Context: an optimization exercise on an open-source flow, tuned for small area. The choices shown serve that exercise and are no tape-out recipe.
Only simulation tests tie the RTL to the original design; equivalence was not proved.
Power and IR drop assume default switching activity.

Setup of run A:
Design main_ctrl, start of the top module:
module main_ctrl(clk, rst, config_load, config_done, ifmap_ready, wght_ready, op_go, op_done, bias_write,
                 psum_split_condense, maxpooling, tile_order_first, tile_order_last,
                 ifmapR, ifmapC, ofmapR, ofmapC, kernelR, kernelC, inchannel, outchannel,
                 load_wght, data_ready, sum_in_bias, tile_done, current_state,
                 ofmap_en, ofmap_addrin,
                 ifmap_en_b, wght_en_b, ofmap_en_a, ofmap_en_b, bias_en_a, bias_en_b,
                 bias_addr_b, ifmap_addr_b, wght_addr_b, ofmap_addr_a, ofmap_addr_b,
                 ifmap_wen_b, wght_wen_b, ofmap_wen_a, ofmap_wen_b, bias_wen_a, bias_wen_b);
For scale: ~190 I/O pins.
==> flow/config.mk <==
export PLATFORM = sky130hd
export DESIGN_NAME = main_ctrl
export DESIGN_NICKNAME = main_ctrl
export VERILOG_FILES = /design/flow/design.v
export SDC_FILE = /design/flow/constraint.sdc
export NUM_CORES = 4
export LEC_CHECK = 0
export CAP_MARGIN = 20
export CORE_MARGIN = 2
export CORE_UTILIZATION = 65
export SLEW_MARGIN = 20
==> flow/constraint.sdc <==
create_clock -name core_clock -period 8.0 [get_ports {clk}]
set_input_delay 1.6000 -clock core_clock [delete_from_list [all_inputs] [get_ports {clk}]]
set_output_delay 1.6000 -clock core_clock [all_outputs]
set_load 0.01 [all_outputs]
standard.sh (not shown) runs the stock make flow with config.mk's settings and CLKGATE_MAP_FILE= SYNTH_SCRIPT=/design/flow/synth_recipe.tcl, a recipe that flattens the netlist after the stock synthesis.
==> flow/flow/run.sh <==
#!/bin/bash
# Standard ORFS layout (the standard.sh, standard synthesis) with three changes:
#  - port buffers use the smallest buffer cell (buf_1),
#  - clock tree synthesis inserts no dummy loads and builds the tree from clkbuf_4,
#  - constant outputs share one tie cell instead of one tie cell each.
set -euo pipefail
bash standard.sh \
  BUFFER_PORTS_ARGS="-buffer_cell sky130_fd_sc_hd__buf_1" \
  CTS_ARGS="-sink_clustering_enable -repair_clock_nets -dont_use_dummy_load -buf_list {sky130_fd_sc_hd__clkbuf_4} -sink_clustering_size 10 -sink_clustering_max_diameter 40" \
  SKIP_REPAIR_TIE_FANOUT=1 \
  finish > standard.log 2>&1
--- input diff run A..run B ---
--- a/flow/design.v
+++ b/flow/design.v
@@ -167,15 +167,15 @@
     end
 end
 wire cur_nz = (s_pool & ~pf) ? ((|Kc_n) | (|Kr_n) | (|Ps_n)) : ((|Kc) | (|Kr) | (|Ps));
 assign sum_in_bias = tile_order_first & ~cur_nz;
 wire [5:0] xstride = (psum_split_condense & ~maxpooling) ? 6'd1 : ifmapC;
 always @(posedge clk) begin
     Kr <= Kr_n; Kc <= Kc_n; Ps <= Ps_n; Och <= Och_n; Orx <= Or_n; Ocx <= Oc_n;
-    XP <= (Ps_n == 10'd0) ? (maxpooling ? {5'd0, Oc_n[3:0], 1'b0} : {7'd0, Kc_n}) : (ps_inc ? XP + xstride : XP);
+    XP <= (Ps_n == 10'd0) ? 10'd0 : (ps_inc ? XP + xstride : XP);
     if (s_rg) lin <= 7'h7f;
     else if (s_sc && sub == 2'd0) lin <= lin + 1'b1 - {lcorr, 3'd0};
 end
 always @(posedge clk or posedge rst)
     if (rst) tile_done <= 1'b0;
     else if (s_idle) tile_done <= tile_order_last ? 1'b0 : tile_done;
     else if (s_sc) tile_done <= tile_done | td_set;
@@ -194,15 +194,15 @@
     pf <= s_sc;
     wen1 <= s_pool & ~pf & eKr & eKc;
     dn1 <= s_pool & ~pf & eKr & eKc & eP & eOr & eOc;
     poolwrite <= s_sc | (s_pool & wen1);
 end
 wire [2:0] Kcm = pf ? 3'd0 : Kc;
 wire [2:0] Krm = pf ? 3'd0 : Kr;
-wire [9:0] Xi = XP + (maxpooling ? {3'd0, Kcm} : {4'd0, Ocx});
+wire [9:0] Xi = XP + Kcm + (maxpooling ? {Ocx[3:0],1'b0} : Ocx);
 wire [6:0] Yi = Krm + (maxpooling ? {Orx[3:0],1'b0} : Orx);
 wire [1:0] Q = maxpooling ? (s_pool ? Ps[1:0] : 2'd0) : Och;
 wire [7:0] Uo = (Q[0] ? {2'd0,ofmapC} : 8'd0) + (Q[1] ? {1'b0,ofmapC,1'b0} : 8'd0) + Ocx;
 always @(posedge clk) begin
     R1 <= Xi * ifmapR + Yi;
     R1o <= Uo * ofmapR + Orx;
 end
Run B and run A all finish clean.
Taking run A as the reference, in run B clock power share picked up an extra 0.4 points; part of the power in combinational logic ~0 delta; placeable core area went up; number of signal-net buffers in the layout went up by about 0.6%; post-synthesis to final-layout area growth went up by 0.24 points.
Cmp run B and run A / total area of multi-input combinational cells / lower: run A
Run B against run A: clock edge transition at the registers on the reported setup and hold paths saw little to no change; final standard cell utilization of the core saw a decrease.

## separate check: timing with driven ports
In the flow no input, the clock included, has a driving cell. The finished layouts below were timed again as built, in two steps.
Step 1 (the two cells are an assumption about what drives the block):
set clk [get_ports {clk}]
set_driving_cell -lib_cell sky130_fd_sc_hd__clkbuf_16 $clk
set_driving_cell -lib_cell sky130_fd_sc_hd__buf_2 [delete_from_list [all_inputs] $clk]
Step 2, shift: input delay + t, output delay - t, t = (earliest + latest rising clock arrival at the registers) / 2. This alone moves slack from input paths to output paths.
a / b / c = ideal / step 1 / step 2; a / b = the first two.
| run | t (ns) | setup slack, ns | worst data-port slew with drivers (ns) |
|---|---|---|---|
| run A | 0.622 | 0.819 / 0.796 / 0.208 | 0.08 |
| run B | 0.647 | 0.712 / 0.692 / 0.176 | 0.08 |
After both steps setup and hold are still met in every run listed. The setup slack of run A, which loses most, moves by -0.023 ns with the drivers and by -0.611 ns with both steps.
